This design comes from an exercise in tuning for small area and few clock cycles on the open sky130 flow, not from production work.
RTL that was checked went through simulation tests only; none was proved equivalent to the original.

==> run a: inputs <==
// axi4s_cordic
module axi4s_cordic #(
    parameter MODE = "ROT",       
    parameter integer DW = 12,
    parameter integer PAR = 1,
    parameter integer TDW = ((DW + 7) / 8) * 8
)(
    input  wire clk, resetn,
    input  wire signed [TDW*3*PAR - 1 : 0]  s_axis_tdata,
    input  wire                             s_axis_tlast,
    input  wire                             s_axis_tvalid,
    output wire                             s_axis_tready,
    output logic signed [TDW*3*PAR - 1 : 0] m_axis_tdata,
    output logic                            m_axis_tlast,
    output logic                            m_axis_tvalid,
    input  wire                             m_axis_tready
);
Settings: LEC_CHECK=0, ABC_AREA=1, CAP_MARGIN=20, CORE_MARGIN=2, CORE_UTILIZATION=40, CTS_CLUSTER_DIAMETER=80, CTS_CLUSTER_SIZE=40, SLEW_MARGIN=20; clock period 8.0 ns.
run.sh (not shown) runs the stock make flow with config.mk's settings and CLKGATE_MAP_FILE= SYNTH_SCRIPT=/design/flow/synth_recipe.tcl, a recipe that flattens the netlist after the stock synthesis.
==> run b: changes against run a <==
--- a/flow/design.v
+++ b/flow/design.v
@@ -65,15 +65,21 @@
         logic [12:0] bs;
         logic c, k, sb;
         begin
             bs = b;
             c = sub;
-            for (int j = 0; j < 13; j++) begin
-                bs[j] = ((j + 3 < 13) ? b[j + 3] : b[12]) ^ sub;
+            for (int j = 0; j < 10; j++) begin
+                bs[j] = b[j + 3] ^ sub;
                 step3[j] = a[j] ^ bs[j] ^ c;
                 c = (a[j] & bs[j]) | (c & (a[j] ^ bs[j]));
             end
+            sb = b[12] ^ sub;
+            k = c ^ sb;
+            for (int j = 10; j < 13; j++) begin
+                step3[j] = a[j] ^ k;
+                k = k & (a[j] ^ sb);
+            end
         end
     endfunction
     function automatic [12:0] step4(input [12:0] a, input [12:0] b, input sub);
         logic [12:0] bs;
         logic c, k, sb;
@@ -97,15 +103,21 @@
         logic [12:0] bs;
         logic c, k, sb;
         begin
             bs = b;
             c = sub;
-            for (int j = 0; j < 13; j++) begin
-                bs[j] = ((j + 5 < 13) ? b[j + 5] : b[12]) ^ sub;
+            for (int j = 0; j < 8; j++) begin
+                bs[j] = b[j + 5] ^ sub;
                 step5[j] = a[j] ^ bs[j] ^ c;
                 c = (a[j] & bs[j]) | (c & (a[j] ^ bs[j]));
             end
+            sb = b[12] ^ sub;
+            k = c ^ sb;
+            for (int j = 8; j < 13; j++) begin
+                step5[j] = a[j] ^ k;
+                k = k & (a[j] ^ sb);
+            end
         end
     endfunction
     function automatic [12:0] step6(input [12:0] a, input [12:0] b, input sub);
         logic [12:0] bs;
         logic c, k, sb;
@@ -129,15 +141,21 @@
         logic [12:0] bs;
         logic c, k, sb;
         begin
             bs = b;
             c = sub;
-            for (int j = 0; j < 13; j++) begin
-                bs[j] = ((j + 7 < 13) ? b[j + 7] : b[12]) ^ sub;
+            for (int j = 0; j < 6; j++) begin
+                bs[j] = b[j + 7] ^ sub;
                 step7[j] = a[j] ^ bs[j] ^ c;
                 c = (a[j] & bs[j]) | (c & (a[j] ^ bs[j]));
             end
+            sb = b[12] ^ sub;
+            k = c ^ sb;
+            for (int j = 6; j < 13; j++) begin
+                step7[j] = a[j] ^ k;
+                k = k & (a[j] ^ sb);
+            end
         end
     endfunction
     function automatic [12:0] step8(input [12:0] a, input [12:0] b, input sub);
         logic [12:0] bs;
         logic c, k, sb;
- CTS_CLUSTER_DIAMETER: 80 -> 100
- CTS_CLUSTER_SIZE: 40 -> 50
==> impl_metrics.ini <==
[drt]
dr_total_vias = 11570
routed_wl_um = 33050

[layout]
areaGrowthSynthToFinish_pct = 10.77
seq-cell-share_pct = 28.58

[hold_path]
hold_end = l[1]$_DFFE_PP_

[grt]
grt_util_met2_pct = 29.01

[status]
run_status = no timing/DRC/antenna violations

[logic_synthesis]
synthTopCellsByArea = edfxtp_1 31%, fa_1 28%, xor2_1 11%, inv_1 6.4%, xnor2_1 4.8%
# the run above: run a

==> impl_metrics.ini <==
[status]
run_status = no timing/DRC/antenna violations

[grt]
grt_util_met2_pct = 29.82

[layout]
areaGrowthSynthToFinish_pct = 9.521
seq-cell-share_pct = 28.57

[drt]
dr_total_vias = 11890
routed_wl_um = 33430

[hold_path]
hp-start = l[3]$_DFFE_PP_
hold_end = l[4]$_DFFE_PP_

[logic_synthesis]
synthTopCellsByArea = edfxtp_1 31%, fa_1 25%, xor2_1 12%, inv_1 6.6%, xnor2_1 4.6%
# the run above: run b

Testbench counts of run a, summed over its fixed seeds: cycles 12,048.
Testbench counts of run b, summed over its fixed seeds: cycles 12,048.


==> run Y <==
Starting RTL as in the previous note.
==> flow/config.mk <==
export PLATFORM = sky130hd
export DESIGN_NAME = axi4s_cordic
export DESIGN_NICKNAME = axi4s_cordic
export VERILOG_FILES = /design/flow/design.v
export SDC_FILE = /design/flow/constraint.sdc
export NUM_CORES = 4
export LEC_CHECK = 0
export ABC_AREA = 1
export CAP_MARGIN = 20
export CORE_MARGIN = 2
export CORE_UTILIZATION = 40
export CTS_BUF_LIST = sky130_fd_sc_hd__clkbuf_8
export CTS_CLUSTER_DIAMETER = 60
export CTS_CLUSTER_SIZE = 30
export SLEW_MARGIN = 20
==> flow/constraint.sdc <==
create_clock -name core_clock -period 8.0 [get_ports {clk}]
set_input_delay 1.6000 -clock core_clock [delete_from_list [all_inputs] [get_ports {clk}]]
set_output_delay 1.6000 -clock core_clock [all_outputs]
set_load 0.01 [all_outputs]
==> run F (differences from run Y) <==
--- a/flow/design.v
+++ b/flow/design.v
@@ -64,17 +64,23 @@
     function automatic [12:0] step3(input [12:0] a, input [12:0] b, input sub);
         logic [12:0] bs;
         logic c, k, sb;
         begin
             bs = b;
             c = sub;
-            for (int j = 0; j < 13; j++) begin
-                bs[j] = ((j + 3 < 13) ? b[j + 3] : b[12]) ^ sub;
+            for (int j = 0; j < 10; j++) begin
+                bs[j] = b[j + 3] ^ sub;
                 step3[j] = a[j] ^ bs[j] ^ c;
                 c = (a[j] & bs[j]) | (c & (a[j] ^ bs[j]));
             end
+            sb = b[12] ^ sub;
+            k = c ^ sb;
+            for (int j = 10; j < 13; j++) begin
+                step3[j] = a[j] ^ k;
+                k = k & (a[j] ^ sb);
+            end
         end
     endfunction
     function automatic [12:0] step4(input [12:0] a, input [12:0] b, input sub);
         logic [12:0] bs;
         logic c, k, sb;
         begin
@@ -96,17 +102,23 @@
     function automatic [12:0] step5(input [12:0] a, input [12:0] b, input sub);
         logic [12:0] bs;
         logic c, k, sb;
         begin
             bs = b;
             c = sub;
-            for (int j = 0; j < 13; j++) begin
-                bs[j] = ((j + 5 < 13) ? b[j + 5] : b[12]) ^ sub;
+            for (int j = 0; j < 8; j++) begin
+                bs[j] = b[j + 5] ^ sub;
                 step5[j] = a[j] ^ bs[j] ^ c;
                 c = (a[j] & bs[j]) | (c & (a[j] ^ bs[j]));
             end
+            sb = b[12] ^ sub;
+            k = c ^ sb;
+            for (int j = 8; j < 13; j++) begin
+                step5[j] = a[j] ^ k;
+                k = k & (a[j] ^ sb);
+            end
         end
     endfunction
     function automatic [12:0] step6(input [12:0] a, input [12:0] b, input sub);
         logic [12:0] bs;
         logic c, k, sb;
         begin
@@ -128,17 +140,23 @@
     function automatic [12:0] step7(input [12:0] a, input [12:0] b, input sub);
         logic [12:0] bs;
         logic c, k, sb;
         begin
             bs = b;
             c = sub;
-            for (int j = 0; j < 13; j++) begin
-                bs[j] = ((j + 7 < 13) ? b[j + 7] : b[12]) ^ sub;
+            for (int j = 0; j < 6; j++) begin
+                bs[j] = b[j + 7] ^ sub;
                 step7[j] = a[j] ^ bs[j] ^ c;
                 c = (a[j] & bs[j]) | (c & (a[j] ^ bs[j]));
             end
+            sb = b[12] ^ sub;
+            k = c ^ sb;
+            for (int j = 6; j < 13; j++) begin
+                step7[j] = a[j] ^ k;
+                k = k & (a[j] ^ sb);
+            end
         end
     endfunction
     function automatic [12:0] step8(input [12:0] a, input [12:0] b, input sub);
         logic [12:0] bs;
         logic c, k, sb;
         begin
CTS_BUF_LIST = not set   (was sky130_fd_sc_hd__clkbuf_8)
==> run P (differences from run Y) <==
--- a/flow/design.v
+++ b/flow/design.v
@@ -64,17 +64,23 @@
     function automatic [12:0] step3(input [12:0] a, input [12:0] b, input sub);
         logic [12:0] bs;
         logic c, k, sb;
         begin
             bs = b;
             c = sub;
-            for (int j = 0; j < 13; j++) begin
-                bs[j] = ((j + 3 < 13) ? b[j + 3] : b[12]) ^ sub;
+            for (int j = 0; j < 10; j++) begin
+                bs[j] = b[j + 3] ^ sub;
                 step3[j] = a[j] ^ bs[j] ^ c;
                 c = (a[j] & bs[j]) | (c & (a[j] ^ bs[j]));
             end
+            sb = b[12] ^ sub;
+            k = c ^ sb;
+            for (int j = 10; j < 13; j++) begin
+                step3[j] = a[j] ^ k;
+                k = k & (a[j] ^ sb);
+            end
         end
     endfunction
     function automatic [12:0] step4(input [12:0] a, input [12:0] b, input sub);
         logic [12:0] bs;
         logic c, k, sb;
         begin
@@ -96,17 +102,23 @@
     function automatic [12:0] step5(input [12:0] a, input [12:0] b, input sub);
         logic [12:0] bs;
         logic c, k, sb;
         begin
             bs = b;
             c = sub;
-            for (int j = 0; j < 13; j++) begin
-                bs[j] = ((j + 5 < 13) ? b[j + 5] : b[12]) ^ sub;
+            for (int j = 0; j < 8; j++) begin
+                bs[j] = b[j + 5] ^ sub;
                 step5[j] = a[j] ^ bs[j] ^ c;
                 c = (a[j] & bs[j]) | (c & (a[j] ^ bs[j]));
             end
+            sb = b[12] ^ sub;
+            k = c ^ sb;
+            for (int j = 8; j < 13; j++) begin
+                step5[j] = a[j] ^ k;
+                k = k & (a[j] ^ sb);
+            end
         end
     endfunction
     function automatic [12:0] step6(input [12:0] a, input [12:0] b, input sub);
         logic [12:0] bs;
         logic c, k, sb;
         begin
@@ -128,17 +140,23 @@
     function automatic [12:0] step7(input [12:0] a, input [12:0] b, input sub);
         logic [12:0] bs;
         logic c, k, sb;
         begin
             bs = b;
             c = sub;
-            for (int j = 0; j < 13; j++) begin
-                bs[j] = ((j + 7 < 13) ? b[j + 7] : b[12]) ^ sub;
+            for (int j = 0; j < 6; j++) begin
+                bs[j] = b[j + 7] ^ sub;
                 step7[j] = a[j] ^ bs[j] ^ c;
                 c = (a[j] & bs[j]) | (c & (a[j] ^ bs[j]));
             end
+            sb = b[12] ^ sub;
+            k = c ^ sb;
+            for (int j = 6; j < 13; j++) begin
+                step7[j] = a[j] ^ k;
+                k = k & (a[j] ^ sb);
+            end
         end
     endfunction
     function automatic [12:0] step8(input [12:0] a, input [12:0] b, input sub);
         logic [12:0] bs;
         logic c, k, sb;
         begin
CTS_BUF_LIST = not set   (was sky130_fd_sc_hd__clkbuf_8)
CTS_CLUSTER_DIAMETER = 80   (was 60)
CTS_CLUSTER_SIZE = 40   (was 30)
==> qor summary <==
Critical path capture point type: run Y flip-flop; run F primary output; run P flip-flop
Half-perimeter wire length after placement: run Y 28200 µm; run F 28400 µm; run P 28400 µm
Slew headroom: run Y 0.352; run F 0.481; run P 0.476
Vias in the first global route: run Y 12400; run F 13000; run P 13000
Layout area overhead: run Y 10.7%; run F 12.1%; run P 10.2%
Part of the Yosys area used for sequential elements: run Y 0.317; run F 0.313; run P 0.313
Setup crit end: run Y y_r3[12]; run F m_axis_tdata[15]; run P y_r3[11]
# placed instances: run Y 2472; run F 2603; run P 2603
Arrival time at the worst endpoint: run Y 7980 ps; run F 5980 ps; run P 7770 ps
Maximum number of pins on one net before global-route repair: run Y 80; run F 152; run P 152
Vert. Die Dim: run Y 224 µm; run F 226 µm; run P 226 µm
Worst slew pin tran: run Y 972 ps; run F 778 ps; run P 786 ps
Number of placement rows: run Y 80; run F 81; run P 81
Slowest stage delay, CP: run Y 520 ps; run F 600 ps; run P 550 ps
Clock Tree Root: run Y sky130_fd_sc_hd__clkbuf_8; run F sky130_fd_sc_hd__clkbuf_16; run P sky130_fd_sc_hd__clkbuf_16
Status: run Y no timing/DRC/antenna violations; run F no timing/DRC/antenna violations; run P no timing/DRC/antenna violations
Flip-flop and latch share of the layout cell area: run Y 0.286; run F 0.279; run P 0.284
Netlist cell types: run Y 51; run F 58; run P 58
Testbench counts of run Y, summed over its fixed seeds: cycles 12,048.
Testbench counts of run F, summed over its fixed seeds: cycles 12,048.
Testbench counts of run P, summed over its fixed seeds: cycles 12,048.


==> 11-12: inputs <==
Another version of the RTL of axi4s_cordic (not shown whole).
export LEC_CHECK = 0
export ABC_AREA = 1
export CAP_MARGIN = 20
export CORE_MARGIN = 2
export CORE_UTILIZATION = 40
export CTS_CLUSTER_DIAMETER = 80
export CTS_CLUSTER_SIZE = 40
export SLEW_MARGIN = 20
create_clock -name core_clock -period 8.0 [get_ports {clk}]
==> inputs of 11-05, as changes to 11-12 <==
--- a/flow/design.v
+++ b/flow/design.v
@@ -63,25 +63,19 @@
     endfunction
     function automatic [12:0] step3(input [12:0] a, input [12:0] b, input sub);
         logic [12:0] bs;
         logic c, k, sb;
         begin
             bs = b;
             c = sub;
-            for (int j = 0; j < 10; j++) begin
-                bs[j] = b[j + 3] ^ sub;
+            for (int j = 0; j < 13; j++) begin
+                bs[j] = ((j + 3 < 13) ? b[j + 3] : b[12]) ^ sub;
                 step3[j] = a[j] ^ bs[j] ^ c;
                 c = (a[j] & bs[j]) | (c & (a[j] ^ bs[j]));
             end
-            sb = b[12] ^ sub;
-            k = c ^ sb;
-            for (int j = 10; j < 13; j++) begin
-                step3[j] = a[j] ^ k;
-                k = k & (a[j] ^ sb);
-            end
         end
     endfunction
     function automatic [12:0] step4(input [12:0] a, input [12:0] b, input sub);
         logic [12:0] bs;
         logic c, k, sb;
         begin
             bs = b;
@@ -101,25 +95,19 @@
     endfunction
     function automatic [12:0] step5(input [12:0] a, input [12:0] b, input sub);
         logic [12:0] bs;
         logic c, k, sb;
         begin
             bs = b;
             c = sub;
-            for (int j = 0; j < 8; j++) begin
-                bs[j] = b[j + 5] ^ sub;
+            for (int j = 0; j < 13; j++) begin
+                bs[j] = ((j + 5 < 13) ? b[j + 5] : b[12]) ^ sub;
                 step5[j] = a[j] ^ bs[j] ^ c;
                 c = (a[j] & bs[j]) | (c & (a[j] ^ bs[j]));
             end
-            sb = b[12] ^ sub;
-            k = c ^ sb;
-            for (int j = 8; j < 13; j++) begin
-                step5[j] = a[j] ^ k;
-                k = k & (a[j] ^ sb);
-            end
         end
     endfunction
     function automatic [12:0] step6(input [12:0] a, input [12:0] b, input sub);
         logic [12:0] bs;
         logic c, k, sb;
         begin
             bs = b;
@@ -279,31 +267,33 @@
     assign as3[9] = ang_s0[9] ^ kk2[9] ^ ac4[9];
     assign ac4[10] = (ang_s0[9] & kk2[9]) | (ac4[9] & (ang_s0[9] ^ kk2[9]));
     assign as3[10] = ang_s0[10] ^ kk2[10] ^ ac4[10];
     assign ac4[11] = (ang_s0[10] & kk2[10]) | (ac4[10] & (ang_s0[10] ^ kk2[10]));
     assign as3[11] = ang_s0[11] ^ kk2[11] ^ ac4[11];
     assign ac4[12] = (ang_s0[11] & kk2[11]) | (ac4[11] & (ang_s0[11] ^ kk2[11]));
     wire signed [11:0] ang5 = as3[11:0];
+    wire dn6 = ang5 > 0;
     logic signed [12:0] x_r0;
     logic signed [12:0] y_r0;
     logic signed [11:0] ang_r0;
+    logic signed [0:0] d_r0;
     always_ff @(posedge clk) begin
         if (en) begin
             x_r0 <= x_1;
             y_r0 <= y_1;
             ang_r0 <= ang5;
+            d_r0 <= dn6;
         end
     end
-    wire d1_c6 = (ang_r0 > 14'sd0);
-    wire signed [12:0] x_2 = step1(x_r0, y_r0, d1_c6);
-    wire signed [12:0] y_2 = step1(y_r0, x_r0, ~d1_c6);
-    wire d2_c7 = (d1_c6 ? (ang_r0 > 14'sd605) : (ang_r0 > -14'sd605));
+    wire signed [12:0] x_2 = step1(x_r0, y_r0, d_r0);
+    wire signed [12:0] y_2 = step1(y_r0, x_r0, ~d_r0);
+    wire d2_c7 = (d_r0 ? (ang_r0 > 14'sd605) : (ang_r0 > -14'sd605));
     wire signed [12:0] x_3 = step2(x_2, y_2, d2_c7);
     wire signed [12:0] y_3 = step2(y_2, x_2, ~d2_c7);
-    wire [11:0] kk8 = (d1_c6 ? (d2_c7 ? 12'd3172 : 12'd3810) : (d2_c7 ? 12'd286 : 12'd924));
+    wire [11:0] kk8 = (d_r0 ? (d2_c7 ? 12'd3172 : 12'd3810) : (d2_c7 ? 12'd286 : 12'd924));
     wire [11:0] as9;
     wire [12:0] ac10;
     assign ac10[0] = 1'b0;
     assign as9[0] = ang_r0[0] ^ kk8[0] ^ ac10[0];
     assign ac10[1] = (ang_r0[0] & kk8[0]) | (ac10[0] & (ang_r0[0] ^ kk8[0]));
     assign as9[1] = ang_r0[1] ^ kk8[1] ^ ac10[1];
     assign ac10[2] = (ang_r0[1] & kk8[1]) | (ac10[1] & (ang_r0[1] ^ kk8[1]));
@@ -324,31 +314,33 @@
     assign as9[9] = ang_r0[9] ^ kk8[9] ^ ac10[9];
     assign ac10[10] = (ang_r0[9] & kk8[9]) | (ac10[9] & (ang_r0[9] ^ kk8[9]));
     assign as9[10] = ang_r0[10] ^ kk8[10] ^ ac10[10];
     assign ac10[11] = (ang_r0[10] & kk8[10]) | (ac10[10] & (ang_r0[10] ^ kk8[10]));
     assign as9[11] = ang_r0[11] ^ kk8[11] ^ ac10[11];
     assign ac10[12] = (ang_r0[11] & kk8[11]) | (ac10[11] & (ang_r0[11] ^ kk8[11]));
     wire signed [9:0] ang11 = as9[9:0];
+    wire dn12 = ang11 > 0;
     logic signed [12:0] x_r1;
     logic signed [12:0] y_r1;
     logic signed [9:0] ang_r1;
+    logic signed [0:0] d_r1;
     always_ff @(posedge clk) begin
         if (en) begin
             x_r1 <= x_3;
             y_r1 <= y_3;
             ang_r1 <= ang11;
+            d_r1 <= dn12;
         end
     end
-    wire d3_c12 = (ang_r1 > 14'sd0);
-    wire signed [12:0] x_4 = step3(x_r1, y_r1, d3_c12);
-    wire signed [12:0] y_4 = step3(y_r1, x_r1, ~d3_c12);
-    wire d4_c13 = (d3_c12 ? (ang_r1 > 14'sd162) : (ang_r1 > -14'sd162));
+    wire signed [12:0] x_4 = step3(x_r1, y_r1, d_r1);
+    wire signed [12:0] y_4 = step3(y_r1, x_r1, ~d_r1);
+    wire d4_c13 = (d_r1 ? (ang_r1 > 14'sd162) : (ang_r1 > -14'sd162));
     wire signed [12:0] x_5 = step4(x_4, y_4, d4_c13);
     wire signed [12:0] y_5 = step4(y_4, x_4, ~d4_c13);
-    wire [9:0] kk14 = (d3_c12 ? (d4_c13 ? 10'd781 : 10'd943) : (d4_c13 ? 10'd81 : 10'd243));
+    wire [9:0] kk14 = (d_r1 ? (d4_c13 ? 10'd781 : 10'd943) : (d4_c13 ? 10'd81 : 10'd243));
     wire [9:0] as15;
     wire [10:0] ac16;
     assign ac16[0] = 1'b0;
     assign as15[0] = ang_r1[0] ^ kk14[0] ^ ac16[0];
     assign ac16[1] = (ang_r1[0] & kk14[0]) | (ac16[0] & (ang_r1[0] ^ kk14[0]));
     assign as15[1] = ang_r1[1] ^ kk14[1] ^ ac16[1];
     assign ac16[2] = (ang_r1[1] & kk14[1]) | (ac16[1] & (ang_r1[1] ^ kk14[1]));
@@ -365,31 +357,33 @@
     assign as15[7] = ang_r1[7] ^ kk14[7] ^ ac16[7];
     assign ac16[8] = (ang_r1[7] & kk14[7]) | (ac16[7] & (ang_r1[7] ^ kk14[7]));
     assign as15[8] = ang_r1[8] ^ kk14[8] ^ ac16[8];
     assign ac16[9] = (ang_r1[8] & kk14[8]) | (ac16[8] & (ang_r1[8] ^ kk14[8]));
     assign as15[9] = ang_r1[9] ^ kk14[9] ^ ac16[9];
     assign ac16[10] = (ang_r1[9] & kk14[9]) | (ac16[9] & (ang_r1[9] ^ kk14[9]));
     wire signed [7:0] ang17 = as15[7:0];
+    wire dn18 = ang17 > 0;
     logic signed [12:0] x_r2;
     logic signed [12:0] y_r2;
     logic signed [7:0] ang_r2;
+    logic signed [0:0] d_r2;
     always_ff @(posedge clk) begin
         if (en) begin
             x_r2 <= x_5;
             y_r2 <= y_5;
             ang_r2 <= ang17;
+            d_r2 <= dn18;
         end
     end
-    wire d5_c18 = (ang_r2 > 14'sd0);
-    wire signed [12:0] x_6 = step5(x_r2, y_r2, d5_c18);
-    wire signed [12:0] y_6 = step5(y_r2, x_r2, ~d5_c18);
-    wire d6_c19 = (d5_c18 ? (ang_r2 > 14'sd41) : (ang_r2 > -14'sd41));
+    wire signed [12:0] x_6 = step5(x_r2, y_r2, d_r2);
+    wire signed [12:0] y_6 = step5(y_r2, x_r2, ~d_r2);
+    wire d6_c19 = (d_r2 ? (ang_r2 > 14'sd41) : (ang_r2 > -14'sd41));
     wire signed [12:0] x_7 = step6(x_6, y_6, d6_c19);
     wire signed [12:0] y_7 = step6(y_6, x_6, ~d6_c19);
-    wire [7:0] kk20 = (d5_c18 ? (d6_c19 ? 8'd195 : 8'd235) : (d6_c19 ? 8'd21 : 8'd61));
+    wire [7:0] kk20 = (d_r2 ? (d6_c19 ? 8'd195 : 8'd235) : (d6_c19 ? 8'd21 : 8'd61));
     wire [7:0] as21;
     wire [8:0] ac22;
     assign ac22[0] = 1'b0;
     assign as21[0] = ang_r2[0] ^ kk20[0] ^ ac22[0];
     assign ac22[1] = (ang_r2[0] & kk20[0]) | (ac22[0] & (ang_r2[0] ^ kk20[0]));
     assign as21[1] = ang_r2[1] ^ kk20[1] ^ ac22[1];
     assign ac22[2] = (ang_r2[1] & kk20[1]) | (ac22[1] & (ang_r2[1] ^ kk20[1]));
@@ -402,31 +396,33 @@
     assign as21[5] = ang_r2[5] ^ kk20[5] ^ ac22[5];
     assign ac22[6] = (ang_r2[5] & kk20[5]) | (ac22[5] & (ang_r2[5] ^ kk20[5]));
     assign as21[6] = ang_r2[6] ^ kk20[6] ^ ac22[6];
     assign ac22[7] = (ang_r2[6] & kk20[6]) | (ac22[6] & (ang_r2[6] ^ kk20[6]));
     assign as21[7] = ang_r2[7] ^ kk20[7] ^ ac22[7];
     assign ac22[8] = (ang_r2[7] & kk20[7]) | (ac22[7] & (ang_r2[7] ^ kk20[7]));
     wire signed [5:0] ang23 = as21[5:0];
+    wire dn24 = ang23 > 0;
     logic signed [12:0] x_r3;
     logic signed [12:0] y_r3;
     logic signed [5:0] ang_r3;
+    logic signed [0:0] d_r3;
     always_ff @(posedge clk) begin
         if (en) begin
             x_r3 <= x_7;
             y_r3 <= y_7;
             ang_r3 <= ang23;
+            d_r3 <= dn24;
         end
     end
-    wire d7_c24 = (ang_r3 > 14'sd0);
-    wire signed [12:0] x_8 = step7(x_r3, y_r3, d7_c24);
-    wire signed [12:0] y_8 = step7(y_r3, x_r3, ~d7_c24);
-    wire d8_c25 = (d7_c24 ? (ang_r3 > 14'sd10) : (ang_r3 > -14'sd10));
+    wire signed [12:0] x_8 = step7(x_r3, y_r3, d_r3);
+    wire signed [12:0] y_8 = step7(y_r3, x_r3, ~d_r3);
+    wire d8_c25 = (d_r3 ? (ang_r3 > 14'sd10) : (ang_r3 > -14'sd10));
     wire signed [12:0] x_9 = step8(x_8, y_8, d8_c25);
     wire signed [12:0] y_9 = step8(y_8, x_8, ~d8_c25);
-    wire [5:0] kk26 = (d7_c24 ? (d8_c25 ? 6'd49 : 6'd59) : (d8_c25 ? 6'd5 : 6'd15));
+    wire [5:0] kk26 = (d_r3 ? (d8_c25 ? 6'd49 : 6'd59) : (d8_c25 ? 6'd5 : 6'd15));
     wire [5:0] as27;
     wire [6:0] ac28;
     assign ac28[0] = 1'b0;
     assign as27[0] = ang_r3[0] ^ kk26[0] ^ ac28[0];
     assign ac28[1] = (ang_r3[0] & kk26[0]) | (ac28[0] & (ang_r3[0] ^ kk26[0]));
     assign as27[1] = ang_r3[1] ^ kk26[1] ^ ac28[1];
     assign ac28[2] = (ang_r3[1] & kk26[1]) | (ac28[1] & (ang_r3[1] ^ kk26[1]));
@@ -435,31 +431,33 @@
     assign as27[3] = ang_r3[3] ^ kk26[3] ^ ac28[3];
     assign ac28[4] = (ang_r3[3] & kk26[3]) | (ac28[3] & (ang_r3[3] ^ kk26[3]));
     assign as27[4] = ang_r3[4] ^ kk26[4] ^ ac28[4];
     assign ac28[5] = (ang_r3[4] & kk26[4]) | (ac28[4] & (ang_r3[4] ^ kk26[4]));
     assign as27[5] = ang_r3[5] ^ kk26[5] ^ ac28[5];
     assign ac28[6] = (ang_r3[5] & kk26[5]) | (ac28[5] & (ang_r3[5] ^ kk26[5]));
     wire signed [3:0] ang29 = as27[3:0];
+    wire dn30 = ang29 > 0;
     logic signed [12:0] x_r4;
     logic signed [12:0] y_r4;
     logic signed [3:0] ang_r4;
+    logic signed [0:0] d_r4;
     always_ff @(posedge clk) begin
         if (en) begin
             x_r4 <= x_9;
             y_r4 <= y_9;
             ang_r4 <= ang29;
+            d_r4 <= dn30;
         end
     end
-    wire d9_c30 = (ang_r4 > 14'sd0);
-    wire signed [12:0] x_10 = step9(x_r4, y_r4, d9_c30);
-    wire signed [12:0] y_10 = step9(y_r4, x_r4, ~d9_c30);
-    wire d10_c31 = (d9_c30 ? (ang_r4 > 14'sd3) : (ang_r4 > -14'sd3));
+    wire signed [12:0] x_10 = step9(x_r4, y_r4, d_r4);
+    wire signed [12:0] y_10 = step9(y_r4, x_r4, ~d_r4);
+    wire d10_c31 = (d_r4 ? (ang_r4 > 14'sd3) : (ang_r4 > -14'sd3));
     wire signed [12:0] x_11 = step10(x_10, y_10, d10_c31);
     wire signed [12:0] y_11 = step10(y_10, x_10, ~d10_c31);
-    wire d11_c32 = (d9_c30 ? (d10_c31 ? (ang_r4 > 14'sd4) : (ang_r4 > 14'sd2)) : (d10_c31 ? (ang_r4 > -14'sd2) : (ang_r4 > -14'sd4)));
+    wire d11_c32 = (d_r4 ? (d10_c31 ? (ang_r4 > 14'sd4) : (ang_r4 > 14'sd2)) : (d10_c31 ? (ang_r4 > -14'sd2) : (ang_r4 > -14'sd4)));
     wire signed [12:0] x_12 = step11(x_11, y_11, d11_c32);
     wire signed [12:0] y_12 = step11(y_11, x_11, ~d11_c32);
     logic signed [12:0] x_r5;
     logic signed [12:0] y_r5;
     always_ff @(posedge clk) begin
         if (en) begin
             x_r5 <= x_12;
==> qor summary <==
Global routing usage on met1: 11-05 13.17%; 11-12 13.27%
Worst setup slack before clock tree synthesis: 11-05 0.03535 ns; 11-12 0.005542 ns
Layout multi-input combinational cell count: 11-05 1260; 11-12 1308
Tcrit/Tclk final: 11-05 95.50%; 11-12 96.51%
Violation count after the first detailed-routing iteration: 11-05 340; 11-12 423
Number of storage elements in the synthesis netlist: 11-05 207; 11-12 202
Max stage delay cell, worst path: 11-05 fa_1; 11-12 fa_2
Register area share after synthesis: 11-05 31.43%; 11-12 30.69%
Maximum fanout count along the critical path: 11-05 5; 11-12 4
X dimension of the die: 11-05 225.3 µm; 11-12 225.2 µm
Result of the run: 11-05 complete, no violations; 11-12 complete, no violations
Vertical extent of the die: 11-05 225.3 µm; 11-12 225.2 µm
Startpoint of the worst register-to-register path: 11-05 d_r2; 11-12 y_r2[5]
Fraction of final layout cells with drive strength greater than 1: 11-05 6.777%; 11-12 7.857%
Clock network latency to the later pin of the worst-skew pair: 11-05 0.51 ns; 11-12 0.52 ns
Final estimated routing congestion in global placement: 11-05 0.8247; 11-12 0.8349
Mapped Avg Cell Area: 11-05 10.67 µm²; 11-12 10.28 µm²
Worst slew margin relative to its limit: 11-05 31.87%; 11-12 36.46%
Fraction of synthesized cell area in xor and xnor cells: 11-05 16.82%; 11-12 17.05%
Crit path time final: 11-05 7.640 ns; 11-12 7.721 ns
Launch point of the worst path: 11-05 d_r2; 11-12 y_r2[5]
Fraction of area in multi-input gates: 11-05 55.28%; 11-12 55.30%
Pin count of the biggest net entering global routing: 11-05 173; 11-12 129
No run of this note included a check of the RTL's function; only the layout flow was run.

-- separate check: timing with driven ports --
The results above use ideal ports. As a check the final layouts listed here were re-extracted and re-timed, cells and wires unchanged. Step 1, drivers: a clkbuf_16 drives clk and a buf_2 each remaining input, both assumed. Step 2, shift: input delay + t, output delay - t, t = (earliest + latest rising clock arrival at the registers) / 2. This alone moves slack from input paths to output paths. a / b / c = ideal / step 1 / step 2; a / b = the first two.
run	t, ns	slack for setup (ns)	worst data-port slew with drivers (ns)	cell pins on the clock port's net
run a	0.562	0.331 / 0.331 / -0.104	0.03	1
run b	0.528	0.475 / 0.426 / 0.130	0.03	1
run Y	0.633	0.327 / 0.298 / -0.095	0.03	1
run F	0.599	0.418 / 0.370 / 0.125	0.03	1
run P	0.550	0.465 / 0.420 / 0.138	0.04	1
11-12	0.562	0.279 / 0.279 / 0.082	0.04	1
11-05	0.557	0.360 / 0.360 / 0.082	0.04	1
Met with ideal ports but missed after step 2: setup timing in run a and run Y. For run a, which loses most, drivers alone change the setup slack by 0.000 ns; drivers and shift together by -0.435 ns.
